Source: an optimization exercise on an open RTL-to-GDS flow (aim: small area). Production flows keep margins and buffers that such runs may drop.
Only simulation tests tie the RTL to the original design; equivalence was not proved.
No driver is modelled on the clock port, so clocking that relies on it looks cheaper here than on a real chip.
Power figures rest on the tool's default switching activity, not on a simulated workload.

--- design/flow/flow/run.sh ---
#!/bin/bash
# Own layout flow: the standard flow (standard.sh), with these changes:
# - synthesis leaves adders to ABC (no full/half adder extraction) and maps
#   the combinational logic with an area-oriented ABC script (flow/area.abc)
#   instead of ORFS's delay-oriented one; the registers, their names and
#   cells are those of the standard synthesis (ABC maps only the logic
#   between them);
# - the port buffers are the smallest buffer cell;
# - clock tree synthesis inserts no dummy loads and uses clkbuf_8 below a
#   clkbuf_16 root.
set -euo pipefail
W=$(pwd)
export OWN_ABC_SCRIPT="$W/flow/area.abc"
export BUFFER_PORTS_ARGS="-buffer_cell sky130_fd_sc_hd__buf_1"
export CTS_ARGS="-sink_clustering_enable -repair_clock_nets -dont_use_dummy_load -root_buf sky130_fd_sc_hd__clkbuf_16 -buf_list sky130_fd_sc_hd__clkbuf_8"
# The standard flow's synthesis script, with every abc call given the script above
{
  echo 'proc abc {args} {'
  echo '  set i [lsearch -exact $args -script]'
  echo '  if {$i >= 0} { lset args [expr {$i + 1}] $::env(OWN_ABC_SCRIPT) }'
  echo '  yosys abc {*}$args'
  echo '}'
  cat "$W/synth_recipe.tcl"
} > "$W/own_synth.tcl"
sed -E -e "s#SYNTH_SCRIPT=[^ ]*synth_recipe\.tcl'?#SYNTH_SCRIPT=$W/own_synth.tcl ADDER_MAP_FILE=#" \
  "$W/standard.sh" > "$W/own_standard.sh"
grep -q "SYNTH_SCRIPT=$W/own_synth.tcl ADDER_MAP_FILE=" "$W/own_standard.sh"
bash "$W/own_standard.sh" > "$W/own_flow.log" 2>&1
cp "$W"/orfs/logs/*/top_module1/base/1_2_yosys.log "$W/yosys.log" 2>/dev/null || true
cp "$W"/orfs/logs/*/top_module1/base/4_1_cts.log "$W/cts.log" 2>/dev/null || true
--- design/flow/flow/area.abc ---
strash
balance -l
resub -K 6 -l
rewrite -l
resub -K 6 -N 2 -l
refactor -l
resub -K 8 -l
balance -l
resub -K 8 -N 2 -l
rewrite -l
resub -K 10 -l
rewrite -z -l
resub -K 10 -N 2 -l
balance -l
resub -K 12 -l
refactor -z -l
resub -K 12 -N 2 -l
rewrite -z -l
balance -l
&get -n
&deepsyn -T 300
&put
balance -l
resub -K 6 -l
rewrite -l
resub -K 6 -N 2 -l
refactor -l
resub -K 8 -l
balance -l
resub -K 8 -N 2 -l
rewrite -l
resub -K 10 -l
rewrite -z -l
resub -K 10 -N 2 -l
balance -l
resub -K 12 -l
refactor -z -l
resub -K 12 -N 2 -l
rewrite -z -l
balance -l
dch -f
amap
topo
--- design/flow/constraint.sdc ---
create_clock -name core_clock -period 20.0 [get_ports {clk_i}]
set_input_delay 4.0000 -clock core_clock [delete_from_list [all_inputs] [get_ports {clk_i}]]
set_output_delay 4.0000 -clock core_clock [all_outputs]
set_load 0.01 [all_outputs]
--- design/flow/design.v ---
`timescale 1ns / 1ps
module top_module1(clk_i, rst, h_sync, v_sync, red_o, green_o, blue_o, x_in, y_in, ps2clk, ps2data, ld1);
input clk_i;
input rst;
input x_in;
input y_in;
output h_sync;
output v_sync;
output [3:0] red_o;
output [3:0] green_o;
output [3:0] blue_o;
input ps2clk;
input ps2data;
output ld1;
function [6:0] xpred;
    input [5:0] d;
    case (d)
        6'd0: xpred = 7'd16;
        6'd1: xpred = 7'd16;
        6'd2: xpred = 7'd16;
        6'd3: xpred = 7'd16;
        6'd4: xpred = 7'd16;
        6'd5: xpred = 7'd16;
        6'd6: xpred = 7'd16;
        6'd7: xpred = 7'd8;
        6'd8: xpred = 7'd8;
        6'd9: xpred = 7'd8;
        6'd10: xpred = 7'd8;
        6'd11: xpred = 7'd8;
        6'd12: xpred = 7'd8;
        6'd13: xpred = 7'd12;
        6'd14: xpred = 7'd12;
        6'd15: xpred = 7'd12;
        6'd16: xpred = 7'd12;
        6'd17: xpred = 7'd12;
        6'd18: xpred = 7'd12;
        6'd19: xpred = 7'd4;
        6'd20: xpred = 7'd4;
        6'd21: xpred = 7'd4;
        6'd22: xpred = 7'd4;
        6'd23: xpred = 7'd4;
        6'd24: xpred = 7'd68;
        6'd25: xpred = 7'd0;
        6'd26: xpred = 7'd0;
        6'd27: xpred = 7'd0;
        6'd28: xpred = 7'd0;
        6'd29: xpred = 7'd0;
        6'd30: xpred = 7'd0;
        6'd31: xpred = 7'd0;
        6'd32: xpred = 7'd0;
        6'd33: xpred = 7'd0;
        6'd34: xpred = 7'd0;
        6'd35: xpred = 7'd0;
        6'd36: xpred = 7'd0;
        6'd37: xpred = 7'd0;
        6'd38: xpred = 7'd0;
        6'd39: xpred = 7'd0;
        6'd40: xpred = 7'd34;
        6'd41: xpred = 7'd2;
        6'd42: xpred = 7'd2;
        6'd43: xpred = 7'd2;
        6'd44: xpred = 7'd2;
        6'd45: xpred = 7'd2;
        6'd46: xpred = 7'd3;
        6'd47: xpred = 7'd3;
        6'd48: xpred = 7'd3;
        6'd49: xpred = 7'd3;
        6'd50: xpred = 7'd3;
        6'd51: xpred = 7'd3;
        6'd52: xpred = 7'd1;
        6'd53: xpred = 7'd1;
        6'd54: xpred = 7'd1;
        6'd55: xpred = 7'd1;
        6'd56: xpred = 7'd1;
        6'd57: xpred = 7'd1;
        6'd58: xpred = 7'd16;
        6'd59: xpred = 7'd16;
        6'd60: xpred = 7'd16;
        6'd61: xpred = 7'd16;
        6'd62: xpred = 7'd16;
        6'd63: xpred = 7'd16;
    endcase
endfunction
function [6:0] ypred;
    input [6:0] d;
    case (d)
        7'd0: ypred = 7'd16;
        7'd1: ypred = 7'd16;
        7'd2: ypred = 7'd16;
        7'd3: ypred = 7'd16;
        7'd4: ypred = 7'd16;
        7'd5: ypred = 7'd16;
        7'd6: ypred = 7'd16;
        7'd7: ypred = 7'd16;
        7'd8: ypred = 7'd16;
        7'd9: ypred = 7'd4;
        7'd10: ypred = 7'd4;
        7'd11: ypred = 7'd4;
        7'd12: ypred = 7'd4;
        7'd13: ypred = 7'd4;
        7'd14: ypred = 7'd4;
        7'd15: ypred = 7'd4;
        7'd16: ypred = 7'd4;
        7'd17: ypred = 7'd12;
        7'd18: ypred = 7'd12;
        7'd19: ypred = 7'd12;
        7'd20: ypred = 7'd12;
        7'd21: ypred = 7'd12;
        7'd22: ypred = 7'd12;
        7'd23: ypred = 7'd12;
        7'd24: ypred = 7'd12;
        7'd25: ypred = 7'd8;
        7'd26: ypred = 7'd8;
        7'd27: ypred = 7'd8;
        7'd28: ypred = 7'd8;
        7'd29: ypred = 7'd8;
        7'd30: ypred = 7'd8;
        7'd31: ypred = 7'd8;
        7'd32: ypred = 7'd72;
        7'd33: ypred = 7'd0;
        7'd34: ypred = 7'd0;
        7'd35: ypred = 7'd0;
        7'd36: ypred = 7'd0;
        7'd37: ypred = 7'd0;
        7'd38: ypred = 7'd0;
        7'd39: ypred = 7'd0;
        7'd40: ypred = 7'd0;
        7'd41: ypred = 7'd0;
        7'd42: ypred = 7'd0;
        7'd43: ypred = 7'd0;
        7'd44: ypred = 7'd0;
        7'd45: ypred = 7'd0;
        7'd46: ypred = 7'd0;
        7'd47: ypred = 7'd0;
        7'd48: ypred = 7'd0;
        7'd49: ypred = 7'd0;
        7'd50: ypred = 7'd0;
        7'd51: ypred = 7'd0;
        7'd52: ypred = 7'd0;
        7'd53: ypred = 7'd0;
        7'd54: ypred = 7'd0;
        7'd55: ypred = 7'd0;
        7'd56: ypred = 7'd0;
        7'd57: ypred = 7'd0;
        7'd58: ypred = 7'd0;
        7'd59: ypred = 7'd0;
        7'd60: ypred = 7'd0;
        7'd61: ypred = 7'd0;
        7'd62: ypred = 7'd0;
        7'd63: ypred = 7'd0;
        7'd64: ypred = 7'd0;
        7'd65: ypred = 7'd0;
        7'd66: ypred = 7'd0;
        7'd67: ypred = 7'd0;
        7'd68: ypred = 7'd0;
        7'd69: ypred = 7'd0;
        7'd70: ypred = 7'd0;
        7'd71: ypred = 7'd0;
        7'd72: ypred = 7'd0;
        7'd73: ypred = 7'd0;
        7'd74: ypred = 7'd0;
        7'd75: ypred = 7'd0;
        7'd76: ypred = 7'd0;
        7'd77: ypred = 7'd0;
        7'd78: ypred = 7'd0;
        7'd79: ypred = 7'd0;
        7'd80: ypred = 7'd0;
        7'd81: ypred = 7'd0;
        7'd82: ypred = 7'd0;
        7'd83: ypred = 7'd0;
        7'd84: ypred = 7'd0;
        7'd85: ypred = 7'd0;
        7'd86: ypred = 7'd0;
        7'd87: ypred = 7'd0;
        7'd88: ypred = 7'd0;
        7'd89: ypred = 7'd0;
        7'd90: ypred = 7'd0;
        7'd91: ypred = 7'd0;
        7'd92: ypred = 7'd0;
        7'd93: ypred = 7'd0;
        7'd94: ypred = 7'd0;
        7'd95: ypred = 7'd0;
        7'd96: ypred = 7'd33;
        7'd97: ypred = 7'd1;
        7'd98: ypred = 7'd1;
        7'd99: ypred = 7'd1;
        7'd100: ypred = 7'd1;
        7'd101: ypred = 7'd1;
        7'd102: ypred = 7'd1;
        7'd103: ypred = 7'd1;
        7'd104: ypred = 7'd3;
        7'd105: ypred = 7'd3;
        7'd106: ypred = 7'd3;
        7'd107: ypred = 7'd3;
        7'd108: ypred = 7'd3;
        7'd109: ypred = 7'd3;
        7'd110: ypred = 7'd3;
        7'd111: ypred = 7'd3;
        7'd112: ypred = 7'd2;
        7'd113: ypred = 7'd2;
        7'd114: ypred = 7'd2;
        7'd115: ypred = 7'd2;
        7'd116: ypred = 7'd2;
        7'd117: ypred = 7'd2;
        7'd118: ypred = 7'd2;
        7'd119: ypred = 7'd2;
        7'd120: ypred = 7'd16;
        7'd121: ypred = 7'd16;
        7'd122: ypred = 7'd16;
        7'd123: ypred = 7'd16;
        7'd124: ypred = 7'd16;
        7'd125: ypred = 7'd16;
        7'd126: ypred = 7'd16;
        7'd127: ypred = 7'd16;
    endcase
endfunction
function [4:0] pad_w;
    input [5:0] d;
    case (d)
        6'd0: pad_w = 5'd30;
        6'd1: pad_w = 5'd30;
        6'd2: pad_w = 5'd30;
        6'd3: pad_w = 5'd30;
        6'd4: pad_w = 5'd30;
        6'd5: pad_w = 5'd30;
        6'd6: pad_w = 5'd30;
        6'd7: pad_w = 5'd30;
        6'd8: pad_w = 5'd29;
        6'd9: pad_w = 5'd29;
        6'd10: pad_w = 5'd28;
        6'd11: pad_w = 5'd28;
        6'd12: pad_w = 5'd28;
        6'd13: pad_w = 5'd27;
        6'd14: pad_w = 5'd26;
        6'd15: pad_w = 5'd25;
        6'd16: pad_w = 5'd25;
        6'd17: pad_w = 5'd23;
        6'd18: pad_w = 5'd22;
        6'd19: pad_w = 5'd20;
        6'd20: pad_w = 5'd0;
        6'd21: pad_w = 5'd0;
        6'd22: pad_w = 5'd0;
        6'd23: pad_w = 5'd0;
        6'd24: pad_w = 5'd0;
        6'd25: pad_w = 5'd0;
        6'd26: pad_w = 5'd0;
        6'd27: pad_w = 5'd0;
        6'd28: pad_w = 5'd0;
        6'd29: pad_w = 5'd0;
        6'd30: pad_w = 5'd0;
        6'd31: pad_w = 5'd0;
        6'd32: pad_w = 5'd0;
        6'd33: pad_w = 5'd0;
        6'd34: pad_w = 5'd0;
        6'd35: pad_w = 5'd0;
        6'd36: pad_w = 5'd0;
        6'd37: pad_w = 5'd0;
        6'd38: pad_w = 5'd0;
        6'd39: pad_w = 5'd0;
        6'd40: pad_w = 5'd0;
        6'd41: pad_w = 5'd0;
        6'd42: pad_w = 5'd0;
        6'd43: pad_w = 5'd0;
        6'd44: pad_w = 5'd0;
        6'd45: pad_w = 5'd20;
        6'd46: pad_w = 5'd22;
        6'd47: pad_w = 5'd23;
        6'd48: pad_w = 5'd25;
        6'd49: pad_w = 5'd25;
        6'd50: pad_w = 5'd26;
        6'd51: pad_w = 5'd27;
        6'd52: pad_w = 5'd28;
        6'd53: pad_w = 5'd28;
        6'd54: pad_w = 5'd28;
        6'd55: pad_w = 5'd29;
        6'd56: pad_w = 5'd29;
        6'd57: pad_w = 5'd30;
        6'd58: pad_w = 5'd30;
        6'd59: pad_w = 5'd30;
        6'd60: pad_w = 5'd30;
        6'd61: pad_w = 5'd30;
        6'd62: pad_w = 5'd30;
        6'd63: pad_w = 5'd30;
    endcase
endfunction
function [4:0] puck_w;
    input [4:0] d;
    case (d)
        5'd0: puck_w = 5'd24;
        5'd1: puck_w = 5'd24;
        5'd2: puck_w = 5'd24;
        5'd3: puck_w = 5'd24;
        5'd4: puck_w = 5'd24;
        5'd5: puck_w = 5'd24;
        5'd6: puck_w = 5'd23;
        5'd7: puck_w = 5'd23;
        5'd8: puck_w = 5'd22;
        5'd9: puck_w = 5'd21;
        5'd10: puck_w = 5'd20;
        5'd11: puck_w = 5'd19;
        5'd12: puck_w = 5'd0;
        5'd13: puck_w = 5'd0;
        5'd14: puck_w = 5'd0;
        5'd15: puck_w = 5'd0;
        5'd16: puck_w = 5'd0;
        5'd17: puck_w = 5'd0;
        5'd18: puck_w = 5'd0;
        5'd19: puck_w = 5'd0;
        5'd20: puck_w = 5'd0;
        5'd21: puck_w = 5'd19;
        5'd22: puck_w = 5'd20;
        5'd23: puck_w = 5'd21;
        5'd24: puck_w = 5'd22;
        5'd25: puck_w = 5'd23;
        5'd26: puck_w = 5'd23;
        5'd27: puck_w = 5'd24;
        5'd28: puck_w = 5'd24;
        5'd29: puck_w = 5'd24;
        5'd30: puck_w = 5'd24;
        5'd31: puck_w = 5'd24;
    endcase
endfunction
function [5:0] arc_w;
    input [5:0] d;
    case (d)
        6'd0: arc_w = 6'd49;
        6'd1: arc_w = 6'd49;
        6'd2: arc_w = 6'd49;
        6'd3: arc_w = 6'd49;
        6'd4: arc_w = 6'd49;
        6'd5: arc_w = 6'd49;
        6'd6: arc_w = 6'd49;
        6'd7: arc_w = 6'd49;
        6'd8: arc_w = 6'd48;
        6'd9: arc_w = 6'd48;
        6'd10: arc_w = 6'd48;
        6'd11: arc_w = 6'd47;
        6'd12: arc_w = 6'd47;
        6'd13: arc_w = 6'd47;
        6'd14: arc_w = 6'd46;
        6'd15: arc_w = 6'd46;
        6'd16: arc_w = 6'd45;
        6'd17: arc_w = 6'd44;
        6'd18: arc_w = 6'd43;
        6'd19: arc_w = 6'd42;
        6'd20: arc_w = 6'd41;
        6'd21: arc_w = 6'd40;
        6'd22: arc_w = 6'd39;
        6'd23: arc_w = 6'd37;
        6'd24: arc_w = 6'd0;
        6'd25: arc_w = 6'd0;
        6'd26: arc_w = 6'd0;
        6'd27: arc_w = 6'd0;
        6'd28: arc_w = 6'd0;
        6'd29: arc_w = 6'd0;
        6'd30: arc_w = 6'd0;
        6'd31: arc_w = 6'd0;
        6'd32: arc_w = 6'd0;
        6'd33: arc_w = 6'd0;
        6'd34: arc_w = 6'd0;
        6'd35: arc_w = 6'd0;
        6'd36: arc_w = 6'd0;
        6'd37: arc_w = 6'd0;
        6'd38: arc_w = 6'd0;
        6'd39: arc_w = 6'd0;
        6'd40: arc_w = 6'd0;
        6'd41: arc_w = 6'd37;
        6'd42: arc_w = 6'd39;
        6'd43: arc_w = 6'd40;
        6'd44: arc_w = 6'd41;
        6'd45: arc_w = 6'd42;
        6'd46: arc_w = 6'd43;
        6'd47: arc_w = 6'd44;
        6'd48: arc_w = 6'd45;
        6'd49: arc_w = 6'd46;
        6'd50: arc_w = 6'd46;
        6'd51: arc_w = 6'd47;
        6'd52: arc_w = 6'd47;
        6'd53: arc_w = 6'd47;
        6'd54: arc_w = 6'd48;
        6'd55: arc_w = 6'd48;
        6'd56: arc_w = 6'd48;
        6'd57: arc_w = 6'd49;
        6'd58: arc_w = 6'd49;
        6'd59: arc_w = 6'd49;
        6'd60: arc_w = 6'd49;
        6'd61: arc_w = 6'd49;
        6'd62: arc_w = 6'd49;
        6'd63: arc_w = 6'd49;
    endcase
endfunction
function [11:0] rsub;
    input [11:0] a;
    input [11:0] b;
    reg br;
    integer k;
    begin
        br = 1'b0;
        for (k = 0; k < 12; k = k + 1) begin
            rsub[k] = a[k] ^ b[k] ^ br;
            br = (~a[k] & b[k]) | (~(a[k] ^ b[k]) & br);
        end
    end
endfunction
function ult;
    input [11:0] a;
    input [11:0] b;
    reg br;
    integer k;
    begin
        br = 1'b0;
        for (k = 0; k < 12; k = k + 1)
            br = (~a[k] & b[k]) | (~(a[k] ^ b[k]) & br);
        ult = br;
    end
endfunction
function [11:0] radd;
    input [11:0] a;
    input [11:0] b;
    reg c;
    integer k;
    begin
        c = 1'b0;
        for (k = 0; k < 12; k = k + 1) begin
            radd[k] = a[k] ^ b[k] ^ c;
            c = (a[k] & b[k]) | ((a[k] ^ b[k]) & c);
        end
    end
endfunction
function [23:0] rinc;
    input [23:0] a;
    input ci;
    reg c;
    integer k;
    begin
        c = ci;
        for (k = 0; k < 24; k = k + 1) begin
            rinc[k] = a[k] ^ c;
            c = a[k] & c;
        end
    end
endfunction
function in_w;
    input neg;
    input [4:0] m;
    input [4:0] wp;
    reg br;
    integer k;
    begin
        br = ~neg;
        for (k = 0; k < 5; k = k + 1)
            br = (~m[k] & wp[k]) | (~(m[k] ^ wp[k]) & br);
        in_w = br;
    end
endfunction
reg [2:0] ph;
wire ce = (ph[1:0] == 2'b01);
wire gtick = (ph == 3'd1);
reg [9:0] hc;    
reg [9:0] vc;    
reg trig;
wire h_end = hc[9] & hc[8] & hc[5];         
wire v_end = vc[9] & vc[3] & vc[2];         
always @(posedge clk_i)
    if (rst) ph <= 3'd0;
    else ph <= rinc({21'd0, ph}, 1'b1);
always @(posedge clk_i)
    if (rst || (ce && h_end)) hc <= 10'd0;
    else hc <= rinc({14'd0, hc}, ce);
always @(posedge clk_i)
    if (rst) trig <= 1'b0;
    else if (ce) trig <= h_end;
wire vinc = ce & trig;
always @(posedge clk_i)
    if (rst || (vinc && v_end)) vc <= 10'd0;
    else vc <= rinc({14'd0, vc}, vinc);
assign h_sync = ult(hc, 656) || !ult(hc, 752);
assign v_sync = ult(vc, 490) || !ult(vc, 492);
reg read;
reg [11:0] count_reading;
reg prev_clk;
reg scan_err;
reg [10:0] scan_code;
reg trig_arr;
reg [3:0] kcount;
reg [3:0] code_id;
reg [3:0] key_id;
function [3:0] key_of;
    input [7:0] c;
    case (c)
        8'h75: key_of = 4'b0100;
        8'h72: key_of = 4'b0101;
        8'h6B: key_of = 4'b0110;
        8'h74: key_of = 4'b0111;
        8'h1D: key_of = 4'b1000;
        8'h1B: key_of = 4'b1001;
        8'h1C: key_of = 4'b1010;
        8'h23: key_of = 4'b1011;
        8'h5A: key_of = 4'b1100;
        8'h29: key_of = 4'b1101;
        default: key_of = 4'b0000;
    endcase
endfunction
always @(posedge clk_i)
    if (ce && !read) count_reading <= 12'd0;
    else count_reading <= rinc({12'd0, count_reading}, ce);
always @(posedge clk_i)
    if (ce && ps2clk != prev_clk && !ps2clk) scan_code <= {ps2data, scan_code[10:1]};
always @(posedge clk_i)
    if (ce) begin
        if (ps2clk != prev_clk) begin
            if (!ps2clk) scan_err <= 1'b0;
        end else if (kcount == 4'd11)
            scan_err <= !scan_code[10] || scan_code[0] || !(^scan_code[9:1]);
    end
wire ps_edge = ps2clk != prev_clk;
wire ps_fall = ce & ps_edge & !ps2clk;
wire ps_chk = ce & !ps_edge & (kcount == 4'd11);
wire ps_tmo = ce & !ps_edge & ult(kcount, 11) && !ult(count_reading, 4000);
always @(posedge clk_i)
    if (rst || ps_chk || ps_tmo) kcount <= 4'd0;
    else kcount <= rinc({20'd0, kcount}, ps_fall);
always @(posedge clk_i)
    if (rst) begin
        read <= 1'b0;
        trig_arr <= 1'b0;
        prev_clk <= 1'b1;
    end else if (ce) begin
        if (ps_edge) begin
            if (!ps2clk) read <= 1'b1;
        end else if (kcount == 4'd11) begin
            read <= 1'b0;
            trig_arr <= 1'b1;
        end else begin
            trig_arr <= 1'b0;
            if (ps_tmo) read <= 1'b0;
        end
        prev_clk <= ps2clk;
    end
always @(posedge clk_i)
    if (rst) begin
        code_id <= 4'd0;
        key_id <= 4'd0;
    end else if (ce) begin
        code_id <= (trig_arr && !scan_err) ? key_of(scan_code[8:1]) : 4'd0;
        key_id <= code_id;
    end
wire k_dn_pad = (key_id[3:2] == 2'b01);
wire k_up_pad = (key_id[3:2] == 2'b10);
wire k_up    = (key_id == 4'b0100);
wire enter   = (key_id == 4'b1100);
wire space   = (key_id == 4'b1101);
assign ld1 = k_up;
reg [2:0] score_1;
reg [2:0] score_2;
reg [23:0] cm;
reg w1, v1, x_mov, y_mov;
reg [10:0] pc_x;
reg [10:0] pc_y;
reg [8:0] upc_x;     
reg [7:0] upc_y;     
reg [8:0] dpc_x;     
reg [7:0] dpy;       
reg start, game_on, pause, p1, p2;
reg seg_v;           
reg [2:0] seg_s1;    
reg [2:0] seg_s2;
wire [8:0] dpc_y = {1'b1, dpy};
wire xy = x_in & y_in;
wire [9:0] px = hc;
wire [9:0] py = vc;
function [7:0] coll;
    input near;
    input [5:0] dx;
    input [6:0] dy;
    reg [6:0] xp, yp;
    begin
        xp = near ? xpred(dx) : 7'd0;
        yp = ypred(dy);
        coll[0] = (xp[0] & yp[0]) | (xp[1] & yp[1]);
        coll[1] = (xp[2] & yp[2]) | (xp[3] & yp[3]);
        coll[2] = (xp[2] & yp[1]) | (xp[3] & yp[0]);
        coll[3] = (xp[0] & yp[3]) | (xp[1] & yp[2]);
        coll[4] = xp[4] & yp[5];
        coll[5] = xp[4] & yp[6];
        coll[6] = yp[4] & xp[5];
        coll[7] = yp[4] & xp[6];
    end
endfunction
wire [7:0] cu;    
wire [7:0] cd;    
wire [10:0] pk_x = xy ? pc_x : 11'd320;
wire [10:0] pk_y = xy ? pc_y : 11'd240;
wire [8:0] ux = xy ? upc_x : 9'd320;
wire [7:0] uy = xy ? upc_y : 8'd100;
wire [8:0] dx_ = xy ? dpc_x : 9'd320;
wire [7:0] dyl = xy ? dpy : 8'd124;
wire [11:0] ppx = rsub({2'b0, px}, {2'b0, pk_x[9:0]});
wire [11:0] ppy = rsub({2'b0, py}, {2'b0, pk_y[9:0]});
wire ppx_near = !pk_x[10] && ((ppx[10:4] == 7'h00) || (ppx[10:4] == 7'h7f)) && !ult(pk_x, 9);
wire ppy_near = !pk_y[10] && ((ppy[10:4] == 7'h00) || (ppy[10:4] == 7'h7f)) && !ult(pk_y, 12);
wire [4:0] ppw = puck_w(ppy[4:0]);
wire puck_on = ppx_near && ppy_near && ppw[4] &&
               in_w(ppx[4], {1'b0, ppx[3:0] ^ {4{ppx[4]}}}, {1'b0, ppw[3:0]});
wire [11:0] upx = rsub({3'b0, px[8:0]}, {3'b0, ux});
wire [11:0] upy = rsub({4'b0, py[7:0]}, {4'b0, uy});
wire upx_near = !px[9] && ((upx[9:4] == 6'h00) || (upx[9:4] == 6'h3f));
wire upy_near = (py[9:8] == 2'b00) && ((upy[8:5] == 4'h0) || (upy[8:5] == 4'hf));
wire [4:0] upw = pad_w(upy[5:0]);
wire up_on = upx_near && upy_near && upw[4] &&
             in_w(upx[4], {1'b0, upx[3:0] ^ {4{upx[4]}}}, {1'b0, upw[3:0]});
wire [11:0] dpx = rsub({3'b0, px[8:0]}, {3'b0, dx_});
wire [11:0] dpy_d = rsub({3'b0, py[8:0]}, {3'b001, dyl});
wire dpx_near = !px[9] && ((dpx[9:4] == 6'h00) || (dpx[9:4] == 6'h3f));
wire dpy_near = !py[9] && ((dpy_d[9:5] == 5'h00) || (dpy_d[9:5] == 5'h1f));
wire [4:0] dnw = pad_w(dpy_d[5:0]);
wire dn_on = dpx_near && dpy_near && dnw[4] &&
             in_w(dpx[4], {1'b0, dpx[3:0] ^ {4{dpx[4]}}}, {1'b0, dnw[3:0]});
wire arc_rb = !ult(py, 407) && ult(py, 454);
wire arc_rt = !ult(py, 27) && ult(py, 74);
wire [11:0] arc_db = rsub({6'd0, py[5:0]}, 12'd46);
wire [11:0] arc_dt = rsub({6'd0, py[5:0]}, 12'd50);
wire [5:0] arc_dy = arc_rb ? arc_db[5:0] : arc_dt[5:0];
wire [5:0] arc_wv = arc_w(arc_dy);
wire arc_on = (arc_rb | arc_rt) && !ult(px, 303) && ult(px, 338) && arc_wv[5] &&
              in_w(px[5], px[4:0] ^ {5{px[5]}}, arc_wv[4:0]);     
wire side = ult(px, 161) || !ult(px, 480) || ult(py, 21) || !ult(py, 460);
wire sg = start & game_on;
wire s7 = (score_1 == 3'd7) || (score_2 == 3'd7);
wire step = sg & gtick & ~space & ~pause & ((|cm[23:5]) | (&cm[4:0]));
wire move = step & x_mov & y_mov;
wire gx = ult(pc_x, 342) && (!ult(pc_x, 299) || ult(pc_x, 9));
wire goal_b = move && (pc_y == 11'd448) && gx;
wire goal_t = move && (pc_y == 11'd32) && gx && !goal_b;
wire init_puck = !xy && !side && puck_on;
wire init_up = !xy && up_on;
wire init_dn = !xy && dn_on;
wire cg = sg & gtick;    
wire [7:0] ccu = cg ? cu : 8'd0;
wire [7:0] ccd = cg ? cd : 8'd0;
wire cxd = ccd[7] | ccd[6] | ccd[3] | ccd[2] | ccd[1] | ccd[0];
wire cxu = ccu[7] | ccu[6] | ccu[3] | ccu[2] | ccu[1] | ccu[0];
wire cx = cxd | cxu;
wire cx_pos = cxd ? (ccd[7] | (~ccd[6] & ~ccd[3] & (ccd[2] | ccd[1])))
                  : (ccu[7] | (~ccu[6] & ~ccu[3] & (ccu[2] | ccu[1])));
wire cyd = |ccd[5:0];
wire cyu = |ccu[5:0];
wire cy = cyd | cyu;
wire cy_pos = cyd ? (ccd[5] | (~ccd[4] & ~ccd[3] & ~ccd[2] & ccd[1]))
                  : (ccu[5] | (~ccu[4] & ~ccu[3] & ~ccu[2] & ccu[1]));
wire wall_l = !ult(pc_x, 9) && ult(pc_x, 169);
wire wall_r = ult(471, pc_x);
wire wall_t = !ult(pc_y, 12) && ult(pc_y, 32);
wire wall_b = ult(448, pc_y);
wire w_m = (move & wall_l) ? 1'b0 : (move & wall_r) ? 1'b1 : w1;
wire v_m = (move & wall_t) ? 1'b1 : (move & wall_b) ? 1'b0 : v1;
reg nw1, nv1;
always @* begin
    nw1 = w_m;
    if (ccu[0]) nw1 = 1'b1;
    if (ccu[1]) nw1 = 1'b0;
    if (ccu[2]) nw1 = 1'b0;
    if (ccu[3]) nw1 = 1'b1;
    if (ccu[6]) nw1 = ~w1;
    if (ccu[7]) nw1 = ~w1;
    if (ccd[0]) nw1 = 1'b1;
    if (ccd[1]) nw1 = 1'b0;
    if (ccd[2]) nw1 = 1'b0;
    if (ccd[3]) nw1 = 1'b1;
    if (ccd[6]) nw1 = ~w1;
    if (ccd[7]) nw1 = ~w1;
    nv1 = v_m;
    if (ccu[0]) nv1 = 1'b0;
    if (ccu[1]) nv1 = 1'b1;
    if (ccu[2]) nv1 = 1'b0;
    if (ccu[3]) nv1 = 1'b1;
    if (ccu[4]) nv1 = ~v1;
    if (ccu[5]) nv1 = ~v1;
    if (ccd[0]) nv1 = 1'b0;
    if (ccd[1]) nv1 = 1'b1;
    if (ccd[2]) nv1 = 1'b0;
    if (ccd[3]) nv1 = 1'b1;
    if (ccd[4]) nv1 = ~v1;
    if (ccd[5]) nv1 = ~v1;
end
wire idle = ~x_mov & ~y_mov;
wire goal = goal_b | goal_t;
wire nxm = ~goal & (x_mov | (idle & ((|ccu[3:0]) | (|ccd[3:0]) | ccd[6] | ccd[7])));
wire nym = ~goal & (y_mov | (idle & ((|ccu[3:0]) | (|ccd[3:0]) | ccd[4] | ccd[5])));
wire xc = init_puck | (~cx & ((enter & ~game_on) | goal | (cg & s7 & ~move)));
wire yc = init_puck | (~cy & (goal | (cg & s7 & ~move)));
wire [10:0] ycv = init_puck ? 11'd240 : goal_b ? 11'd280 : goal_t ? 11'd200 : 11'd240;
wire [2:0] xd = cx ? (cx_pos ? 3'b010 : 3'b110) : move ? (w1 ? 3'b111 : 3'b001) : 3'b000;
wire [2:0] yd = cy ? (cy_pos ? 3'b010 : 3'b110) : move ? (v1 ? 3'b001 : 3'b111) : 3'b000;
wire [11:0] pc_x_sum = radd({1'b0, pc_x}, {{9{xd[2]}}, xd});
wire [10:0] pc_x_add = pc_x_sum[10:0];
wire [11:0] pc_y_sum = radd({1'b0, pc_y}, {{9{yd[2]}}, yd});
wire [10:0] pc_y_add = pc_y_sum[10:0];
wire pad_rst = (enter & ~game_on) | goal_b | goal_t;
wire mv = sg & (key_id[3:2] != 2'b00) & (key_id[3:2] != 2'b11);
wire kdir = key_id[0];           
wire khor = key_id[1];
wire [8:0] pad_sel = k_up_pad ? (khor ? upc_x : {1'b0, upc_y}) : (khor ? dpc_x : {1'b0, dpy});
wire [11:0] pad_sum = radd({3'b0, pad_sel}, {{11{~kdir}}, 1'b1});
wire [8:0] pad_nxt = pad_sum[8:0];
wire upc_x_mv = mv & k_up_pad & khor & (kdir ? ult(upc_x, 465) : ult(175, upc_x));
wire upc_y_mv = mv & k_up_pad & ~khor & (kdir ? ult(upc_y, 220) : ult(40, upc_y));
wire dpc_x_mv = mv & k_dn_pad & khor & (kdir ? ult(dpc_x, 465) : ult(175, dpc_x));
wire dpy_mv = mv & k_dn_pad & ~khor & (kdir ? ult(dpy, 184) : ult(4, dpy));
wire [10:0] cpx = (!gtick && ((enter && ~game_on) || init_puck)) ? 11'd320 : pc_x;
wire [10:0] cpy = (!gtick && init_puck) ? 11'd240 : pc_y;
wire [8:0] upc_x_n = (pad_rst || init_up) ? 9'd320 : upc_x_mv ? pad_nxt : upc_x;
wire [7:0] upc_y_n = (pad_rst || init_up) ? 8'd100 : upc_y_mv ? pad_nxt[7:0] : upc_y;
wire [8:0] cqx = gtick ? dpc_x : upc_x_n;
wire [8:0] cqy = gtick ? dpc_y : {1'b0, upc_y_n};
wire [11:0] cdx = rsub({3'b0, cpx[8:0]}, {3'b0, cqx});
wire [11:0] cdy = rsub({3'b0, cpy[8:0]}, {3'b0, cqy});
wire cdx_n = (cpx[10:9] == 2'b00) && ((cdx[9:5] == 5'h00) || (cdx[9:5] == 5'h1f));
wire cdy_n = (cpy[10:9] == 2'b00) && ((cdy[9:6] == 4'h0) || (cdy[9:6] == 4'hf));
reg [7:0] cu_r;
always @(posedge clk_i) cu_r <= cd;
assign cd = coll(cdx_n & cdy_n, cdx[5:0], cdy[6:0]);
assign cu = cu_r;
always @(posedge clk_i)
    if (rst) begin
        p1 <= 1'b0;
        p2 <= 1'b0;
        game_on <= 1'b0;
        pause <= 1'b0;
        w1 <= 1'b0;
        v1 <= 1'b0;
        pc_x <= 11'd320;
        pc_y <= 11'd240;
        upc_x <= 9'd320;
        upc_y <= 8'd100;
        dpc_x <= 9'd320;
        dpy <= 8'd124;
        start <= 1'b0;
        x_mov <= 1'b0;
        y_mov <= 1'b0;
        seg_v <= 1'b0;
    end else begin
        if (enter && ~start) start <= 1'b1;
        if (enter && ~game_on) begin
            start <= 1'b0;
            game_on <= 1'b1;
        end
        if (cg) begin
            if (s7) begin
                game_on <= 1'b0;
                if (score_1 == 3'd7) p1 <= 1'b1;
                else p2 <= 1'b1;
            end
            if (space) pause <= ~pause;
            seg_v <= 1'b1;
        end
        w1 <= nw1;
        v1 <= nv1;
        x_mov <= nxm;
        y_mov <= nym;
        pc_x <= xc ? 11'd320 : pc_x_add;
        pc_y <= yc ? ycv : pc_y_add;
        upc_x <= upc_x_n;
        upc_y <= upc_y_n;
        if (pad_rst || init_dn) begin
            dpc_x <= 9'd320;
            dpy <= 8'd124;
        end else begin
            if (dpc_x_mv) dpc_x <= pad_nxt;
            if (dpy_mv) dpy <= pad_nxt[7:0];
        end
    end
always @(posedge clk_i)
    if (rst || step) cm <= 24'd0;
    else cm <= rinc(cm, cg);
wire score_clr = rst || (enter && ~game_on) || (!xy && !side);
always @(posedge clk_i)
    if (score_clr) begin
        score_1 <= 3'd0;
        score_2 <= 3'd0;
    end else begin
        score_1 <= rinc({21'd0, score_1}, goal_t);
        score_2 <= rinc({21'd0, score_2}, goal_b);
    end
function [6:0] segs;
    input [2:0] s;
    case (s)
        3'd0: segs = 7'b1110111;
        3'd1: segs = 7'b0100100;
        3'd2: segs = 7'b1011101;
        3'd3: segs = 7'b1101101;
        3'd4: segs = 7'b0101110;
        3'd5: segs = 7'b1101011;
        3'd6: segs = 7'b1111011;
        default: segs = 7'b0100101;
    endcase
endfunction
always @(posedge clk_i)
    if (cg) begin
        seg_s1 <= score_1;
        seg_s2 <= score_2;
    end
wire [6:0] sa = seg_v ? segs(seg_s1) : 7'd0;
wire [6:0] sb = seg_v ? segs(seg_s2) : 7'd0;
function in_box;
    input [9:0] v;
    input [9:0] lo;
    input [9:0] hi;
    in_box = !ult(v, lo) && !ult(hi, v);
endfunction
wire seg_r = !ult(px, 480);
wire [11:0] seg_xf = rsub({7'd0, px[9:5]}, 12'd15);
wire [4:0] seg_xh = seg_xf[4:0];
wire [9:0] seg_x = seg_r ? {seg_xh, px[4:0]} : px;
wire [6:0] seg_d = seg_r ? sb : sa;
wire sx1 = in_box(seg_x, 25, 45);
wire sx2 = in_box(seg_x, 50, 110);
wire sx3 = in_box(seg_x, 115, 135);
wire sy1 = in_box(py, 120, 140);
wire sy2 = in_box(py, 145, 225);
wire sy3 = in_box(py, 230, 250);
wire sy4 = in_box(py, 255, 335);
wire sy5 = in_box(py, 340, 360);
wire seg_hit = (sx2 & (sy1 | sy3 | sy5)) | ((sx1 | sx3) & (sy2 | sy4));
wire seg_lit = (sx2 & sy1 & seg_d[0]) | (sx2 & sy3 & seg_d[3]) | (sx2 & sy5 & seg_d[6]) |
               (sx1 & sy2 & seg_d[1]) | (sx1 & sy4 & seg_d[4]) | (sx3 & sy2 & seg_d[2]) | (sx3 & sy4 & seg_d[5]);
reg txt;
always @* begin
    txt = 1'b0;
    if (~start) begin
        if (in_box(px, 281, 291) && in_box(py, 226, 227)) txt = 1'b1;
        if (in_box(px, 279, 280) && in_box(py, 228, 238)) txt = 1'b1;
        if (in_box(px, 281, 291) && in_box(py, 239, 240)) txt = 1'b1;
        if (in_box(px, 292, 293) && in_box(py, 241, 251)) txt = 1'b1;
        if (in_box(px, 281, 291) && in_box(py, 252, 253)) txt = 1'b1;
        if (in_box(px, 293, 307) && in_box(py, 226, 227)) txt = 1'b1;
        if (in_box(px, 300, 301) && in_box(py, 226, 253)) txt = 1'b1;
        if (in_box(px, 312, 322) && in_box(py, 226, 227)) txt = 1'b1;
        if (in_box(px, 310, 311) && in_box(py, 228, 238)) txt = 1'b1;
        if (in_box(px, 310, 311) && in_box(py, 241, 251)) txt = 1'b1;
        if (in_box(px, 312, 322) && in_box(py, 239, 240)) txt = 1'b1;
        if (in_box(px, 323, 324) && in_box(py, 228, 238)) txt = 1'b1;
        if (in_box(px, 323, 324) && in_box(py, 241, 251)) txt = 1'b1;
        if (in_box(px, 329, 339) && in_box(py, 226, 227)) txt = 1'b1;
        if (in_box(px, 327, 328) && in_box(py, 228, 238)) txt = 1'b1;
        if (in_box(px, 327, 328) && in_box(py, 241, 251)) txt = 1'b1;
        if (in_box(px, 329, 339) && in_box(py, 239, 240)) txt = 1'b1;
        if (in_box(px, 340, 341) && in_box(py, 228, 238)) txt = 1'b1;
        if (in_box(px, 337, 338) && in_box(py, 241, 251)) txt = 1'b1;
        if (in_box(px, 344, 358) && in_box(py, 226, 227)) txt = 1'b1;
        if (in_box(px, 351, 352) && in_box(py, 226, 253)) txt = 1'b1;
    end else if (pause) begin
        if (in_box(px, 281, 291) && in_box(py, 226, 227)) txt = 1'b1;
        if (in_box(px, 279, 280) && in_box(py, 228, 238)) txt = 1'b1;
        if (in_box(px, 281, 291) && in_box(py, 239, 240)) txt = 1'b1;
        if (in_box(px, 279, 280) && in_box(py, 241, 251)) txt = 1'b1;
        if (in_box(px, 292, 293) && in_box(py, 228, 238)) txt = 1'b1;
        if (in_box(px, 298, 308) && in_box(py, 226, 227)) txt = 1'b1;
        if (in_box(px, 296, 297) && in_box(py, 228, 238)) txt = 1'b1;
        if (in_box(px, 298, 308) && in_box(py, 239, 240)) txt = 1'b1;
        if (in_box(px, 296, 297) && in_box(py, 241, 251)) txt = 1'b1;
        if (in_box(px, 309, 310) && in_box(py, 228, 238)) txt = 1'b1;
        if (in_box(px, 309, 310) && in_box(py, 241, 251)) txt = 1'b1;
        if (in_box(px, 315, 325) && in_box(py, 252, 253)) txt = 1'b1;
        if (in_box(px, 313, 314) && in_box(py, 228, 238)) txt = 1'b1;
        if (in_box(px, 313, 314) && in_box(py, 241, 251)) txt = 1'b1;
        if (in_box(px, 326, 327) && in_box(py, 228, 238)) txt = 1'b1;
        if (in_box(px, 326, 327) && in_box(py, 241, 251)) txt = 1'b1;
        if (in_box(px, 332, 342) && in_box(py, 226, 227)) txt = 1'b1;
        if (in_box(px, 330, 331) && in_box(py, 228, 238)) txt = 1'b1;
        if (in_box(px, 332, 342) && in_box(py, 239, 240)) txt = 1'b1;
        if (in_box(px, 332, 342) && in_box(py, 252, 253)) txt = 1'b1;
        if (in_box(px, 343, 344) && in_box(py, 241, 251)) txt = 1'b1;
        if (in_box(px, 349, 359) && in_box(py, 226, 227)) txt = 1'b1;
        if (in_box(px, 347, 348) && in_box(py, 228, 238)) txt = 1'b1;
        if (in_box(px, 349, 359) && in_box(py, 239, 240)) txt = 1'b1;
        if (in_box(px, 349, 359) && in_box(py, 252, 253)) txt = 1'b1;
        if (in_box(px, 347, 348) && in_box(py, 241, 251)) txt = 1'b1;
    end else if (~game_on) begin
        if (in_box(px, 281, 291) && in_box(py, 226, 227)) txt = 1'b1;
        if (in_box(px, 279, 280) && in_box(py, 228, 238)) txt = 1'b1;
        if (in_box(px, 281, 291) && in_box(py, 239, 240)) txt = 1'b1;
        if (in_box(px, 279, 280) && in_box(py, 241, 251)) txt = 1'b1;
        if (in_box(px, 292, 293) && in_box(py, 228, 238)) txt = 1'b1;
        if (p1) begin
            if (in_box(px, 298, 308) && in_box(py, 226, 227)) txt = 1'b1;
            if (in_box(px, 309, 310) && in_box(py, 228, 238)) txt = 1'b1;
            if (in_box(px, 298, 308) && in_box(py, 239, 240)) txt = 1'b1;
            if (in_box(px, 298, 308) && in_box(py, 252, 253)) txt = 1'b1;
            if (in_box(px, 296, 297) && in_box(py, 241, 251)) txt = 1'b1;
        end else if (p2) begin
            if (in_box(px, 309, 310) && in_box(py, 228, 238)) txt = 1'b1;
            if (in_box(px, 309, 310) && in_box(py, 241, 251)) txt = 1'b1;
        end
        if (in_box(px, 315, 325) && in_box(py, 252, 253)) txt = 1'b1;
        if (in_box(px, 313, 314) && in_box(py, 228, 238)) txt = 1'b1;
        if (in_box(px, 313, 314) && in_box(py, 241, 251)) txt = 1'b1;
        if (in_box(px, 326, 327) && in_box(py, 228, 238)) txt = 1'b1;
        if (in_box(px, 326, 327) && in_box(py, 241, 251)) txt = 1'b1;
        if (in_box(px, 328, 338) && in_box(py, 252, 253)) txt = 1'b1;
        if (in_box(px, 339, 340) && in_box(py, 228, 238)) txt = 1'b1;
        if (in_box(px, 339, 340) && in_box(py, 241, 251)) txt = 1'b1;
        if (in_box(px, 345, 355) && in_box(py, 226, 227)) txt = 1'b1;
        if (in_box(px, 345, 355) && in_box(py, 252, 253)) txt = 1'b1;
        if (in_box(px, 343, 344) && in_box(py, 228, 238)) txt = 1'b1;
        if (in_box(px, 343, 344) && in_box(py, 241, 251)) txt = 1'b1;
        if (in_box(px, 356, 357) && in_box(py, 228, 238)) txt = 1'b1;
        if (in_box(px, 356, 357) && in_box(py, 241, 251)) txt = 1'b1;
        if (in_box(px, 362, 372) && in_box(py, 226, 227)) txt = 1'b1;
        if (in_box(px, 360, 361) && in_box(py, 228, 238)) txt = 1'b1;
        if (in_box(px, 360, 361) && in_box(py, 241, 251)) txt = 1'b1;
        if (in_box(px, 373, 374) && in_box(py, 228, 238)) txt = 1'b1;
        if (in_box(px, 373, 374) && in_box(py, 241, 251)) txt = 1'b1;
    end
end
wire banner = ~(start & ~pause & game_on);
wire gray = banner && ult(223, py) && ult(py, 257);
reg r_f, r_n, g_f, g_n, b_f, b_n;
reg nr_f, nr_n, ng_f, ng_n, nb_f, nb_n;
always @* begin
    if (side) begin
        nr_f = seg_hit & seg_lit;
        nr_n = seg_hit;
        ng_f = 1'b0; ng_n = 1'b0;
        nb_f = 1'b0; nb_n = 1'b0;
    end else begin
        nr_f = 1'b0; ng_f = 1'b0; nb_f = 1'b1;
        if (ult(290, px) && ult(px, 350) && (ult(py, 50) || ult(430, py))) begin
            nr_f = 1'b1; ng_f = 1'b1; nb_f = 1'b1;
        end
        if ((py == 10'd239) || (py == 10'd240)) begin
            nr_f = 1'b0; ng_f = 1'b0; nb_f = 1'b0;
        end
        if (arc_on) begin
            nr_f = 1'b1; ng_f = 1'b1; nb_f = 1'b1;
        end
        if (puck_on) begin
            nr_f = 1'b1; ng_f = 1'b0; nb_f = 1'b0;
        end
        if (up_on || dn_on) begin
            nr_f = 1'b1; ng_f = 1'b1; nb_f = 1'b0;
        end
        nr_n = nr_f; ng_n = ng_f; nb_n = nb_f;
        if (gray) begin
            nr_f = 1'b0; ng_f = 1'b0; nb_f = 1'b0;
            nr_n = 1'b1; ng_n = 1'b1; nb_n = 1'b1;
        end
        if (txt) begin
            nr_f = 1'b1; ng_f = 1'b0; nb_f = 1'b0;
            nr_n = 1'b1; ng_n = 1'b0; nb_n = 1'b0;
        end
    end
end
always @(posedge clk_i)
    if (rst) begin
        r_f <= 1'b0; r_n <= 1'b0;
        g_f <= 1'b0; g_n <= 1'b0;
        b_f <= 1'b0; b_n <= 1'b0;
    end else begin
        r_f <= nr_f; r_n <= nr_n;
        g_f <= ng_f; g_n <= ng_n;
        b_f <= nb_f; b_n <= nb_n;
    end
assign red_o = {r_f, r_f, r_n, r_f};
assign green_o = {g_f, g_f, g_n, g_f};
assign blue_o = {b_f, b_f, b_n, b_f};
endmodule
--- design/flow/config.mk ---
export PLATFORM = sky130hd
export DESIGN_NAME = top_module1
export DESIGN_NICKNAME = top_module1
export VERILOG_FILES = /design/flow/design.v
export SDC_FILE = /design/flow/constraint.sdc
export NUM_CORES = 4
export LEC_CHECK = 0
export CAP_MARGIN = 20
export CORE_MARGIN = 2
export CORE_UTILIZATION = 65
export SLEW_MARGIN = 20
--- design/flow/standard.sh ---
#!/bin/bash
# synth_recipe.tcl (not shown) runs the flow's synth.tcl, then flattens the netlist and writes it again
# the make line also repeats each setting of config.mk as NAME=value (left out here)
make -C /OpenROAD-flow-scripts/flow DESIGN_CONFIG=/design/flow/config.mk WORK_HOME=/design/flow/orfs CLKGATE_MAP_FILE= SYNTH_SCRIPT=/design/flow/synth_recipe.tcl "${@:-finish}"
==> flow_results.org, run 1 <==
** Clock tree
- Post-cts gate resize count :: 0
- CTS tree :: yes
- Buffers added to address setup during post-CTS repair amount to 0.
- Number of buffers on the longest clock path :: 2
- Counting every sink on the clock net gives 179.
- Clock slew at reported path FFs :: 0.11 ns
- Number of buffers inserted for hold repair after clock tree synthesis :: 0
- Clock H-tree levels :: 4
- The cell sitting at the root of the clock tree is a sky130_fd_sc_hd__clkbuf_16.
- For the worst-skew pair, the clock arrives at the later sink with an insertion delay of 0.42 ns.
- Clock tree synthesis inserted a total of 17 buffers.

** Route
- Vias after detailed routing :: 15160
- In this run the remaining antenna-violating nets after routing total 0.
- Mean routed wirelength per cell :: 20.46 µm
- Final WL :: 45190 µm
- After the first detailed-routing iteration, the DRC count stood at 2463.
- For this run, design rule violations remaining after detail routing come to 0.
- DR pass1 iterations :: 7
- Using the TritonRoute via totals, the vias-per-cell ratio works out to 6.864.

** Final layout
- Diode insertion count for antenna repair :: 0
- Post-layout net count :: 1982
- Filler cell count :: 1617
- Once layout is complete, the utilization of the core stands at 0.6997.
- Fraction of final layout cells with drive strength greater than 1 :: 0.01621
- Relative area change from synthesis to final layout :: 5.034%

** GRT
- Wire length of the first global-routing pass :: 70440 µm
- For this run, the total global-route usage over all layers was measured as 0.4425.
- Number of antenna violations at the first check in global routing :: 0
- Met2 track utilization from global routing :: 0.6880
- For met3 alone, demand over resource in global routing was 0.1063.
- Entering global routing, the biggest net connects 51 pins.
- In the global route stage, met1 resource usage came out at 0.5670.
- The via count of the first global-routing pass was 13560.
- Overflow left after global routing :: 0
- In this run the most used layer during global routing was met2.

** Hold path
- Start point of the worst min-delay path :: trig$_SDFFE_PP0P_
- The worst hold path belongs to the class reg -> reg.
- Number of stages on the worst hold path :: 2
- For hold timing, the worst endpoint is trig$_SDFFE_PP0P_.

** Synth
- Cell variety after synth :: 53
- The synthesized design contains 179 register bits.
- Post-synth ARST share :: 0
- In this run, synthesis inferred 18 flip-flops with an integrated enable.
- The cell count after synthesis came out at 1936.
- The synthesized design spends more area on one cell type than any other, namely sky130_fd_sc_hd__dfxtp_1.
- Number of nets in the synthesized netlist :: 1942
- Synth area leaders :: sky130_fd_sc_hd__dfxtp_1, sky130_fd_sc_hd__nor2_1, sky130_fd_sc_hd__clkinv_1
- The most used flip-flop cell after synthesis is sky130_fd_sc_hd__dfxtp_1.
- Synth top area share :: 0.2578
- sky130_fd_sc_hd__nor2_1 is the most common cell in the netlist.
- Post-synthesis sequential area ratio :: 0.3010
- Top cell types by occurrence after synthesis :: sky130_fd_sc_hd__nor2_1, sky130_fd_sc_hd__clkinv_1, sky130_fd_sc_hd__o21ai_0
- A synthesized cell averages 6.458 µm².
- Post-synthesis instance area :: 12500 µm²
- For this run, the number of Yosys warnings is 1.

** STA
- Number of endpoints failing setup at the final stage :: 0
- Minimum clock period after layout :: 16.00 ns
- Clock tree skew after final layout :: 0.04949 ns
- Achievable Freq :: 0.06249 GHz
- Setup repair after global routing left no endpoint under its margin.
- Final Max Tran Viols :: 0
- TNS Setup :: 0 ns
- Actual slew at the worst max-slew pin :: 1.024 ns
- Fin. Hold Viols :: 0
- Final clock period utilization by the worst path :: 0.8001
- Measured against its own limit, the worst slew margin works out to 0.3156.

** Floorplan
- Total I/O pin count :: 21
- The floorplan step set the die height to 142.7 µm.
- Area of the placeable core :: 18770 µm²
- From left edge to right edge, the die measures 142.7 µm.
- The die covers 20360 µm².
- For this configuration, the core starts out at a cell density of 0.6661.
- The floorplan has 50 rows.

** Critical path
- The worst setup path is launched from an input port.
- Flop-to-flop setup slack :: 5.81 ns
- The worst register-to-register path ends at pc_x[8]$_SDFF_PP1_.
- For the worst setup path, the data required time is 20.28 ns.
- Most used cell along the critical path :: sky130_fd_sc_hd__nand2_1
- Worst Reg-to-Reg Cells :: 68
- The worst setup path is captured at a flip-flop.
- Cell type of the slowest stage on the worst timing path :: sky130_fd_sc_hd__a21oi_1
- Critical Path AT :: 16.28 ns
- Worst-path fanout max :: 50
- Delay of the slowest cell on the worst path :: 0.51 ns
- Type of the setup path with the least slack :: in -> reg
- Worst R2R Start :: ph[0]$_SDFF_PP0_

** Place
- The congestion estimate from routability-driven global placement came to 1.051.
- The HPWL after detailed placement is 34120 µm.
- The count of buffers added on input and output ports is 20.

** Run status
- The flow ran to the end and the layout has no timing, DRC or antenna violations.

** Power
- Summed over all cells, the static leakage comes to 4.217 nW.
- Power spread over the standard cell area amounts to 50.01 nW/µm².
- Peak VDD IR :: 0.05185 mV

** Run
- Max-cap check violation count :: 0
==> how the worst max path moves through the flow <==
stage	start	to	slack, ns	cells past startpoint
final	x_in	pc_x[8]$_SDFF_PP1_	4.00	76
after global routing	x_in	pc_x[6]$_SDFF_PP1_	2.56	76
after CTS	x_in	pc_x[8]$_SDFF_PP1_	4.51	76
after detailed placement	x_in	pc_x[8]$_SDFF_PP1_	4.11	76
after global placement	x_in	pc_x[8]$_SDFF_PP1_	4.81	76
after floorplan	x_in	pc_x[8]$_SDFF_PP1_	4.93	73
==> layout by cell type, fill, tap and decap left out, drive strengths merged, types with 7 or more instances in the layout <==
cell	n
o21ai	175
nand3	29
edfxtp	18
a2111oi	8
a22oi	15
or3	13
clkbuf	17
and3	11
or2	29
a311oi	7
o221ai	23
a31oi	32
nor3	107
o21a	20
dfxtp	161
clkinv	239
and2	9
nor2b	22
nor2	434
buf	33
o31ai	7
a211oi	46
o22ai	106
a21oi	141
nand2	167
nor4	21
==> per-stage QoR <==
step | power [mW] | area, µm² | hold slack, ns | cells | setup slack [ns]
floorplan | 0.4326 | 12500 | 0.4169 | 1936 | 4.925
global placement | 0.4534 | 12880 | 0.4346 | 2191 | 4.806
detailed placement | 0.4556 | 12890 | 0.4422 | 2191 | 4.115
CTS | 0.6494 | 13130 | 0.4619 | 2208 | 4.509
global route | 0.6739 | 13130 | 0.4806 | 2208 | 2.556
finish | 0.6567 | 13130 | 0.4675 | 2208 | 3.999
==> power by group <==
group          total [mW]  switching [mW]  internal, mW
combinational      0.0803          0.0575        0.0227
clock               0.205           0.124        0.0807
sequential          0.371         0.00512         0.366
==> kinds of logic (layout without fill, tap and decap cells) <==
group / after synthesis / count (layout) / share of synthesized area
compound gates: 645 / 645 / 0.3215
buf+inv: 251 / 289 / 0.07896
flops: 179 / 179 / 0.3010
simple gates: 861 / 861 / 0.2985
==> state kept, by name (all words and copies together), names as in the netlist, 9 cells and up <==
signal and cells:
cm 24, count_reading 12, pc_x 11, pc_y 11, scan_code 11, hc 10
vc 10, dpc_x 9, upc_x 9
==> worst max-delay path: cells and delay by family <==
| kind | cells | cell delay [ns] |
|---|---|---|
| and+or+nand+nor | 34 | 4.69 |
| buffers and inverters | 12 | 1.87 |
| AOI/OAI and AO/OA | 30 | 5.71 |
==> final cells by class <==
class,count,area [µm²],area share
timing repair buffer,33,172.7,0.01315
clock buffer,17,245.2,0.01868
inverter,239,897.1,0.06832
tap,234,292.8,0.02230
multi-input combinational,1506,7760,0.5909
sequential,179,3764,0.2866
==> per-layer routing <==
layer | vias up | part of all wire
met5 | - | 0
met4 | 0 | 0.065
met2 | 1140 | 0.42
met1 | 6692 | 0.38
met3 | 254 | 0.13
li1 | 7069 | -
==> run 2, diff against run 1 <==
--- a/design/flow/flow/area.abc
+++ b/design/flow/flow/area.abc
@@ -18,7 +18,7 @@
 rewrite -z -l
 balance -l
 &get -n
-&deepsyn -T 300
+&deepsyn -T 600
 &put
 balance -l
 resub -K 6 -l
==> flow_results.org, run 2 <==
** Run status
- The flow ran to the end and the layout has no timing, DRC or antenna violations.

** GRT
- The initial antenna violation count was 0.
- Overflow left after global routing :: 0
- Total track usage :: 0.4455
- For met1 alone, demand over resource in global routing was 0.5233.
- Met2 track utilization from global routing :: 0.7137
- Pin count of the biggest net entering global routing :: 45
- After global routing, the most crowded layer is met2.
- Wire length of the first global-routing pass :: 70290 µm
- The via count of the first global-routing pass came to 13760.
- Global routing usage on met3 :: 0.1127

** Critical path
- STA classifies the critical path startpoint as an input port.
- CP bufs+invs :: 6
- The worst setup path is captured at a flip-flop.
- STA puts the critical path data arrival time at 15.81 ns.
- At the worst endpoint, the required time is 20.30 ns.
- Worst setup path end :: pc_y[9]$_SDFF_PP0_
- Critical path depth :: 67
- The endpoint identified for the worst register-to-register timing path is pc_y[9]$_SDFF_PP0_.
- The critical path is of the in -> reg type.
- Delay of the slowest cell on the worst path :: 0.74 ns
- Most used cell along the critical path :: sky130_fd_sc_hd__nand2_1
- Worst Reg-to-Reg Cells :: 56
- Along the worst path, the maximum fanout reaches 44.
- Grouping stages by cell kind, the critical path spends the most delay in compound AO/OA/AOI/OAI gates.
- Worst Setup SP :: x_in
- The worst register-to-register path has a setup slack of 5.36 ns.
- Among all stages on the critical path, the largest delay is contributed by sky130_fd_sc_hd__o21ai_0.
- The worst register-to-register path begins at ph[0]$_SDFF_PP0_.

** Final layout
- Top Registers :: cm (24), count_reading (12)
- Post-Layout Inst Area :: 12980 µm²
- Most flops, register :: cm
- Filler cell count :: 1595
- Leaving out fill and tap cells, the most frequent cell in the layout is sky130_fd_sc_hd__nor2_1.
- Diode insertion count for antenna repair :: 0
- Leaving out fill and tap cells, the most frequent cells in the layout are sky130_fd_sc_hd__nor2_1, sky130_fd_sc_hd__clkinv_1, sky130_fd_sc_hd__nand2_1.
- Post-layout net count :: 1936
- Fraction of final layout cells with drive strength greater than 1 :: 0.01400
- Flip-flop count of the largest register, all copies and words added :: 24
- Count of placed standard cells in the final layout, fillers left out :: 2162
- From synthesis to final layout, the design area changed by 4.808%.

** Route
- For this block, the via count after detailed routing is 15040.
- The first routing iteration left 1840 violations.
- Number of vias per cell after detailed routing :: 6.958
- In this run the remaining antenna-violating nets after routing total 0.
- DR pass1 iterations :: 9
- # DRC :: 0
- Final WL :: 45290 µm
- Dividing the detail-routed wire length by the instance count gives 20.95 µm.

** Synth
- Post-synth ARST share :: 0
- Number of nets in the synthesized netlist :: 1900
- A synthesized cell averages 6.540 µm².
- Most frequent cell after synthesis :: sky130_fd_sc_hd__nor2_1
- Biggest area consumer among synthesized cells :: sky130_fd_sc_hd__dfxtp_1
- Synth top area share :: 0.2602
- Gate count after technology mapping :: 1894
- Flop and latch count out of synthesis :: 179
- Synth area leaders :: sky130_fd_sc_hd__dfxtp_1, sky130_fd_sc_hd__nor2_1, sky130_fd_sc_hd__clkinv_1
- Post-synthesis sequential area ratio :: 0.3038
- Counting flops with a built-in enable in the synthesized netlist gives 18.
- Top cell types by occurrence after synthesis :: sky130_fd_sc_hd__nor2_1, sky130_fd_sc_hd__clkinv_1, sky130_fd_sc_hd__nand2_1
- Main synth FF type :: sky130_fd_sc_hd__dfxtp_1
- In this run the cell area of the synthesized design comes to 12390 µm².
- Count of warnings emitted by yosys :: 1
- Synthesis instantiated 58 different standard cells from the library.

** Clock tree
- CTS built an H-tree with a depth of 4.
- The later pin in the worst-skew pair is clocked with a latency of 0.41 ns.
- After clock tree synthesis, the flow added hold-fix buffers numbering 0.
- CTS saw 179 sinks.
- Clock tree synthesis inserted a total of 17 buffers.
- In this run the clock root is driven by a sky130_fd_sc_hd__clkbuf_16.
- After clock tree synthesis, the repair step resized 0 gates.
- Post-CTS setup repair buffer count :: 0
- Clock slew at reported path FFs :: 0.09 ns
- No sink is reached through more buffers than the 2 on the longest clock path.
- TritonCTS built the clock tree.

** Floorplan
- 21 I/O pins were placed.
- The die covers 20180 µm².
- Initial Utilization :: 0.6622
- Site row count :: 50
- Die boundary width :: 142.0 µm
- From bottom edge to top edge, the die measures 142.0 µm.
- Area of the placeable core :: 18710 µm²

** Power
- Lkg Pwr :: 4.211 nW
- The completed layout was analyzed and its total power is 0.6437 mW.
- Peak VDD IR :: 0.05130 mV
- Areal power density over the cells :: 49.58 nW/µm²

** Place
- Final estimated routing congestion in global placement :: 1.038
- The wire-length estimate of the detail-placed layout is 33950 µm.
- In this run the tool buffered the top-level ports with 20 buffer cells.
- Including well taps, the total number of placed cells is 2145.
- Once placement finished, the instance area stood at 12740 µm².
- Worst-case setup slack after placement :: 4.678 ns

** STA
- Setup repair after global routing left no endpoint under its margin.
- Actual slew at the worst max-slew pin :: 1.142 ns
- The final hold violation count is 0.
- TNS Setup :: 0 ns
- The smallest clock period supported by the final layout is computed as 15.51 ns.
- Clock tree skew after final layout :: 0.04986 ns
- Setup slack after layout :: 4.492 ns
- Timing would allow up to 0.06448 GHz.
- Number of endpoints failing setup at the final stage :: 0
- Final clock period utilization by the worst path :: 0.7754
- Headroom to the max-slew limit came out at 0.2288.
- The max-slew violation count was 0.

** Run
- Max-cap check violation count :: 0

** Hold path
- Hold Crit Class :: reg -> reg
==> run 2: report_power, final <==
part           internal, mW  leakage, nW  switching (mW)  total, mW
logic                0.0193         2.63          0.0513     0.0706
registers             0.365         1.45         0.00466      0.370
clock network        0.0808        0.127           0.123      0.203
total                 0.465         4.21           0.179      0.644
==> run 2: cells by family (layout without fill, tap and decap cells) <==
kind of cell / after synthesis / in the layout / share of synthesized area
compound gates: 634 / 634 / 0.3223
flops: 179 / 179 / 0.3038
buf+inv: 243 / 277 / 0.07727
simple gates: 837 / 837 / 0.2959
xor+xnor: 1 / 1 / 0.0007072
==> run 2: worst min path at each step <==
stage	startpoint	to	slack, ns	depth (start not counted)
4_1_cts	score_2[0]$_SDFF_PP0_	seg_s2[0]$_DFFE_PP_	0.43	0
6_report	score_2[0]$_SDFF_PP0_	seg_s2[0]$_DFFE_PP_	0.46	0
5_1_grt	score_2[0]$_SDFF_PP0_	seg_s2[0]$_DFFE_PP_	0.47	0
2_1_floorplan	score_2[0]$_SDFF_PP0_	seg_s2[0]$_DFFE_PP_	0.42	0
3_3_place_gp	score_2[0]$_SDFF_PP0_	seg_s2[0]$_DFFE_PP_	0.42	0
3_5_place_dp	score_2[0]$_SDFF_PP0_	seg_s2[0]$_DFFE_PP_	0.43	0
==> run 2: metal layers <==
| metal | routed length, µm | up-vias |
|---|---|---|
| met4 | 3455 | 0 |
| met5 | 0 | - |
| li1 | - | 6949 |
| met1 | 16140 | 6732 |
| met2 | 20100 | 1078 |
| met3 | 5594 | 284 |
==> run 2: metrics by stage <==
step | hold slack [ns] | utilization
floorplan | 0.4161 | -
global placement | 0.4235 | 0.6809
detailed placement | 0.4260 | 0.6809
CTS | 0.4320 | 0.6940
global route | 0.4662 | 0.6940
finish | 0.4574 | 0.6940
==> run 2: area by class of cell <==
type                       count  area, µm²  area share
multi-input combinational   1472       7671      0.5909
sequential                   179       3764      0.2899
inverter                     231      867.1     0.06679
tap                          234      292.8     0.02255
clock buffer                  17      245.2     0.01889
timing repair buffer          29      142.6     0.01099
==> run 2: worst register-to-register path: cells and delay by family (launching register included) <==
kind / cells / cell delay (ns)
and+or+nand+nor: 30 / 7.17
buffers and inverters: 8 / 3.05
DFF: 1 / 0.39
AOI/OAI and AO/OA: 18 / 3.94

## port drivers added, routing unchanged
No port has a modelled driver above. Below, the same layouts with a new extraction and two added sets of constraints.
Step 1 (the two cells are an assumption about what drives the block):
set clk [get_ports {clk_i}]
set_driving_cell -lib_cell sky130_fd_sc_hd__clkbuf_16 $clk
set_driving_cell -lib_cell sky130_fd_sc_hd__buf_2 [delete_from_list [all_inputs] $clk]
Step 2 adds t to the input delays and takes it off the output delays; t is the mean of the earliest and latest rising clock arrival at the registers after step 1. Input paths then give back, and output paths get back, about the clock's delay inside the block.
a / b / c = ideal / step 1 / step 2; a / b = the first two.
run	t, ns	slack for setup (ns)	worst setup path after step 2	worst register clock-pin slew, ns
run 1	0.447	3.999 / 4.025 / 3.578	input to register	0.12 / 0.12
run 2	0.435	4.492 / 4.520 / 4.085	input to register	0.12 / 0.12
After both steps setup and hold are still met in every run listed. The setup slack of run 1, which loses most, moves by +0.026 ns with the drivers and by -0.421 ns with both steps.
